From an optimization exercise on the open Yosys and OpenROAD flow, aimed at small area and a short achievable clock period; shortcuts taken in it are not production practice.
Where RTL was checked, it was by simulation tests only, not by an equivalence proof against the original.
Power and IR drop assume default switching activity.

==> inputs of v33 <==
==> flow/design.v (excerpt) <==
module complex(clk, a0, a1, b0, b1, im, re);
  input clk;
  input [7:0] a0, a1, b0, b1;
  output reg [15:0] im, re;
  wire [15:0] re_d, im_d;
  wire rs1;
  wire rc2;
  wire rs3;
  wire rc4;
  wire rs5;
  wire rc6;
  wire rs7;
  wire rc8;
  wire rs9;
  wire rc10;
  wire rs11;
  wire rc12;
  wire rs13;
  wire rc14;
  wire rs15;
  wire rc16;
  wire rs17;
  wire rc18;
  wire rs19;
  wire rc20;
  wire rs21;
  wire rc22;
  wire rs23;
  wire rc24;
  wire rs25;
  wire rc26;
  wire rs27;
  wire rc28;
  wire rs29;
  wire rc30;
  wire rs31;
  wire rc32;
  wire rs33;
  wire rc34;
  wire rs35;
  wire rc36;
  wire rs37;
  wire rc38;
  wire rs39;
  wire rc40;
  wire rs41;
  wire rc42;
  wire rs43;
  wire rc44;
  wire rs45;
  wire rc46;
  wire rs47;
  wire rc48;
  wire rs49;
  wire rc50;
  wire rs51;
  wire rc52;
  wire rs53;
  wire rc54;
  wire rs55;
  wire rc56;
  wire rs57;
  wire rc58;
  wire rs59;
  wire rc60;
  wire rs61;
  wire rc62;
  wire rs63;
  wire rc64;
  wire rn65;
  wire rs66;
  wire rc67;
  wire rs68;
  wire rc69;
  wire rs70;
  wire rc71;
  wire rs72;
  wire rc73;
  wire rs74;
  wire rc75;
  wire rs76;
  wire rc77;
  wire rs78;
  wire rc79;
  wire rs80;
  wire rc81;
  wire rs82;
  wire rc83;
  wire rs84;
  wire rc85;
  wire rs86;
  wire rc87;
  wire rs88;
  wire rc89;
  wire rs90;
  wire rc91;
  wire rs92;
  wire rc93;
  wire rs94;
  wire rc95;
  wire rs96;
  wire rc97;
  wire rs98;
  wire rc99;
  wire rs100;
  wire rc101;
  wire rs102;
  wire rc103;
  wire rs104;
  wire rc105;
  wire rs106;
  wire rc107;
  wire rs108;
  wire rc109;
  wire rs110;
  wire rc111;
  wire rs112;
  wire rc113;
  wire rs114;
  wire rc115;
  wire rs116;
  wire rc117;
  wire rs118;
  wire rc119;
  wire rs120;
  wire rc121;
  wire rn122;
  wire rs123;
  wire rc124;
  wire rs125;
  wire rc126;
  wire rs127;
  wire rc128;
  wire rs129;
  ...
export LEC_CHECK = 0
export CAP_MARGIN = 20
export CORE_MARGIN = 2
export CORE_UTILIZATION = 40
export CTS_BUF_LIST = sky130_fd_sc_hd__clkbuf_4
export PLACE_DENSITY = 0.6
export SETUP_SLACK_MARGIN = 3.5
export SLEW_MARGIN = 20
export SYNTH_HIERARCHICAL = 1
create_clock -name core_clock -period 10.0 [get_ports {clk}]
standard.sh (not shown) runs the stock make flow with config.mk's settings and CLKGATE_MAP_FILE= SYNTH_SCRIPT=/design/flow/synth_recipe.tcl, a recipe that flattens the netlist after the stock synthesis.
==> flow/flow/run.sh <==
#!/bin/bash
set -o pipefail
export BUFFER_PORTS_ARGS="-buffer_cell sky130_fd_sc_hd__buf_1"
cp standard.sh standard_sh.txt 2>/dev/null
bash standard.sh > standard.log 2>&1
==> v28: changes against v33 <==
CTS_BUF_LIST = default   (was sky130_fd_sc_hd__clkbuf_4)
==> summary.txt <==
| quantity | v28 | v33 |
|---|---|---|
| Result of the run | no timing/DRC/antenna violations | no timing/DRC/antenna violations |
| Fin crit share | 62.5% | 62.4% |
| Filler cell count | 1717 | 1732 |
| Overall Global Routing Usage | 18.1% | 18.0% |
| Total wirelength of the detailed-routed design | 15900 um | 15800 um |
| Detailed-routed wire length on met3 | 1210 um | 1080 um |
| Met3 GRT Util | 3.64% | 3.74% |
| Final setup margin | 3750 ps | 3760 ps |
| Post-layout util | 43.6% | 43.0% |
| Critical path data arrival time | 6460 ps | 6540 ps |
| Post-CTS resize count | 32 | 16 |
| Routed length on met1 | 6560 um | 6530 um |
| Clock distribution area overhead in the final layout | 1.97% | 0.589% |
| Post-layout total power | 2.35 mW | 2.25 mW |
| Combinational fraction of design power | 82.2% | 85.3% |
| Post-route standard cell area excluding fillers | 7760 um^2 | 7640 um^2 |

==> lagoon: inputs <==
Another version of the RTL of complex (not shown whole).
==> flow/config.mk <==
export PLATFORM = sky130hd
export DESIGN_NAME = complex
export DESIGN_NICKNAME = complex
export VERILOG_FILES = /design/flow/design.v
export SDC_FILE = /design/flow/constraint.sdc
export NUM_CORES = 4
export LEC_CHECK = 0
export CAP_MARGIN = 20
export CORE_MARGIN = 2
export CORE_UTILIZATION = 40.0
export PLACE_DENSITY = 0.5
export SETUP_SLACK_MARGIN = 4.3
export SLEW_MARGIN = 20
export SYNTH_HIERARCHICAL = 1
export TNS_END_PERCENT = 0.0
==> flow/constraint.sdc <==
create_clock -name core_clock -period 10.0 [get_ports {clk}]
set_input_delay 2.0000 -clock core_clock [delete_from_list [all_inputs] [get_ports {clk}]]
set_output_delay 2.0000 -clock core_clock [all_outputs]
set_load 0.01 [all_outputs]
==> flow/flow/run.sh <==
#!/bin/bash
set -o pipefail
export BUFFER_PORTS_ARGS="-buffer_cell sky130_fd_sc_hd__buf_1"
export CTS_ARGS="-sink_clustering_enable -sink_clustering_size 32 -sink_clustering_max_diameter 200 -buf_list sky130_fd_sc_hd__clkbuf_8 -dont_use_dummy_load -repair_clock_nets"
cp standard.sh standard_sh.txt 2>/dev/null
bash standard.sh > standard.log 2>&1
==> harbor (differences from lagoon) <==
==> flow/flow/run.sh (replaced) <==
#!/bin/bash
set -o pipefail
export BUFFER_PORTS_ARGS="-buffer_cell sky130_fd_sc_hd__buf_1"
cp standard.sh standard_sh.txt 2>/dev/null
bash standard.sh > standard.log 2>&1
- CORE_UTILIZATION: 40.0 -> 40
- CTS_BUF_LIST: default -> sky130_fd_sc_hd__clkbuf_8
- CTS_CLUSTER_DIAMETER: default -> 200
- CTS_CLUSTER_SIZE: default -> 32
- PLACE_DENSITY: 0.5 -> 0.6
- SETUP_SLACK_MARGIN: 4.3 -> 4.7
- TNS_END_PERCENT: 0.0 -> default
==> violet (differences from lagoon) <==
- CORE_UTILIZATION: 40.0 -> 40
- PLACE_DENSITY: 0.5 -> 0.6
- SETUP_SLACK_MARGIN: 4.3 -> 4.4
- TNS_END_PERCENT: 0.0 -> 0
==> juniper (differences from lagoon) <==
==> flow/flow/run.sh (replaced) <==
#!/bin/bash
set -o pipefail
export BUFFER_PORTS_ARGS="-buffer_cell sky130_fd_sc_hd__buf_1"
cp standard.sh standard_sh.txt 2>/dev/null
bash standard.sh > standard.log 2>&1
- CORE_UTILIZATION: 40.0 -> 40
- CTS_BUF_LIST: default -> sky130_fd_sc_hd__clkbuf_8
- CTS_CLUSTER_DIAMETER: default -> 200
- CTS_CLUSTER_SIZE: default -> 32
- PLACE_DENSITY: 0.5 -> 0.6
- SETUP_SLACK_MARGIN: 4.3 -> 5.0
- TNS_END_PERCENT: 0.0 -> default
==> summary.txt <==
- Of juniper and lagoon, lagoon has the higher first-iteration DRC count (gap about 5%, measured against lagoon).
- Against lagoon, the non-clock buffer count of harbor is higher by 31.
- In juniper the global-route usage is higher than in lagoon, by 0.082 points.
- Between violet and harbor, the lower combinational power is in violet (gap 15%, measured against harbor).
- In harbor the fmax is larger than in lagoon, by 1.2%.
- Cell count: violet < lagoon < harbor < juniper.
- Synthesized area is the same in juniper and lagoon.
==> figures <==
metric                                                                      juniper      violet      harbor      lagoon
Run status                                         no timing/DRC/antenna violations  no timing/DRC/antenna violations  no timing/DRC/antenna violations  no timing/DRC/antenna violations
Routed wire length per instance                                             16.6 um     15.9 um     16.8 um     16.9 um
Via Count                                                                     5,147       4,942       5,146       5,073
Top cell by count, worst path                                                  fa_2        fa_2           -        fa_2
Global-route met1 utilization                                                 0.255       0.241       0.255       0.247
Final Hold Slack                                                            2.03 ns     2.02 ns     2.02 ns     2.02 ns
Met3 track demand over resource                                              0.0244      0.0313      0.0354      0.0385
Area share of buffers outside the clock network                               0.121      0.0776       0.117      0.0665
Area of all placed cells without fillers                                 8870 sq um  8130 sq um  8820 sq um  8080 sq um
Bufs w/o clock                                                                  116          75         107          76
Worst setup slack before clock tree synthesis                               3.49 ns     3.40 ns     3.49 ns     3.32 ns
Data arrival time of the worst path                                         5.76 ns     5.79 ns     5.78 ns     5.84 ns
Clock slew at the register clock pins of the worst setup and hold paths     0.07 ns     0.08 ns     0.07 ns     0.08 ns
Finished Layout Cells                                                         1,026         982       1,017         983
Quantity of gates resized following cts                                         172          84         198         101

==> inputs of run E <==
complex, a different RTL version from the one above (not shown whole).
clock: 10.0 ns
lec_check: 0
cap_margin: 20
core_margin: 2
core_utilization: 40
cts_buf_list: sky130_fd_sc_hd__clkbuf_8
cts_cluster_diameter: 200
cts_cluster_size: 32
place_density: 0.6
setup_slack_margin: 4.4
slew_margin: 20
synth_hierarchical: 1
==> flow/flow/run.sh <==
#!/bin/bash
set -o pipefail
export BUFFER_PORTS_ARGS="-buffer_cell sky130_fd_sc_hd__buf_1"
cp standard.sh standard_sh.txt 2>/dev/null
bash standard.sh > standard.log 2>&1
==> inputs of run B, as changes to run E <==
Settings changed: SETUP_SLACK_MARGIN 4.4 to 4.2.
==> inputs of run Z, as changes to run E <==
Settings changed: SETUP_SLACK_MARGIN 4.4 to 4.6.
==> summary.txt <==
Status: run Z finished clean; run E finished clean; run B finished clean
Wirelength per Cell: run Z 16.9 um; run E 16.5 um; run B 16.1 um
Share of the final layout cell area in sequential cells: run Z 7.31%; run E 7.40%; run B 7.84%
Cell Count, Final, Fillers Out: run Z 1028; run E 1015; run B 1002
Share of cell area taken by multi-input logic gates: run Z 75.5%; run E 75.9%; run B 77.6%
Share of the cycle needed by the critical path after routing: run Z 55.8%; run E 55.2%; run B 56.7%
Power per cell area: run Z 359 mW/mm^2; run E 337 mW/mm^2; run B 325 mW/mm^2
Seq pwr share: run Z 8.1%; run E 8.7%; run B 9.6%
Count of buffers not belonging to the clock network in the layout: run Z 126; run E 113; run B 100
Number of gates resized after CTS: run Z 132; run E 122; run B 48
Critical path depth in cells: run Z 18; run E 16; run B 13
Placed wire-length estimate: run Z 12000 um; run E 11700 um; run B 11900 um
Clock buffers and inverters, area share: run Z 1.06%; run E 1.24%; run B 1.32%
Vias in the first global route: run Z 5528; run E 5683; run B 5365
Crit path time final: run Z 5.58 ns; run E 5.52 ns; run B 5.67 ns
Total wire length after detailed routing: run Z 17400 um; run E 16700 um; run B 16200 um
Count of vias placed by the detailed router: run Z 5207; run E 5092; run B 4974
Multi-input gate area: run Z 0.00661 mm^2; run E 0.00657 mm^2; run B 0.00634 mm^2
WP buf/inv: run Z 5; run E 3; run B 1
Setup slack at placement: run Z 3.44 ns; run E 3.45 ns; run B 3.43 ns
Post-Route Hold Slack: run Z 2.02 ns; run E 2.01 ns; run B 2.03 ns
Worst endpoint data arrival time: run Z 5.83 ns; run E 5.76 ns; run B 5.91 ns
No functional check of the RTL was part of any run of this note.

[separate check: timing with driven ports]
No port has a modelled driver above. Below, the same layouts with a new extraction and two added sets of constraints. Step 1: set_driving_cell puts a clkbuf_16 on clk and a buf_2 on each other input, an assumption about the parent block. Step 2 adds t to the input delays and takes it off the output delays; t is the mean of the earliest and latest rising clock arrival at the registers after step 1. Input paths then give back, and output paths get back, about the clock's delay inside the block. a / b / c = ideal / step 1 / step 2; a / b = the first two.
| run | shift t [ns] | slack for setup (ns) | hold slack, ns | clock arrival spread, ns | cell pins on the clock port's net |
|---|---|---|---|---|---|
| v33 | 0.405 | 3.760 / 3.777 / 3.371 | 2.158 / 2.142 / 2.416 | 0.011 / 0.011 | 1 |
| v28 | 0.329 | 3.753 / 3.773 / 3.444 | 2.246 / 2.226 / 2.403 | 0.005 / 0.004 | 1 |
| lagoon | 0.342 | 4.393 / 4.404 / 4.063 | 2.020 / 2.018 / 2.360 | 0.014 / 0.015 | 1 |
| harbor | 0.343 | 4.461 / 4.435 / 4.092 | 2.019 / 2.033 / 2.376 | 0.010 / 0.010 | 1 |
| violet | 0.339 | 4.450 / 4.451 / 4.113 | 2.017 / 2.027 / 2.366 | 0.028 / 0.027 | 1 |
| juniper | 0.351 | 4.490 / 4.463 / 4.112 | 2.035 / 2.029 / 2.380 | 0.009 / 0.008 | 1 |
| run E | 0.343 | 4.475 / 4.446 / 4.103 | 2.013 / 2.019 / 2.361 | 0.005 / 0.005 | 1 |
| run B | 0.344 | 4.334 / 4.339 / 3.995 | 2.032 / 2.033 / 2.377 | 0.007 / 0.006 | 1 |
| run Z | 0.342 | 4.421 / 4.410 / 4.068 | 2.019 / 2.026 / 2.368 | 0.005 / 0.006 | 1 |
After both steps setup and hold are still met in every run listed. For v33, which loses most, drivers alone change the setup slack by +0.017 ns; drivers and shift together by -0.389 ns.
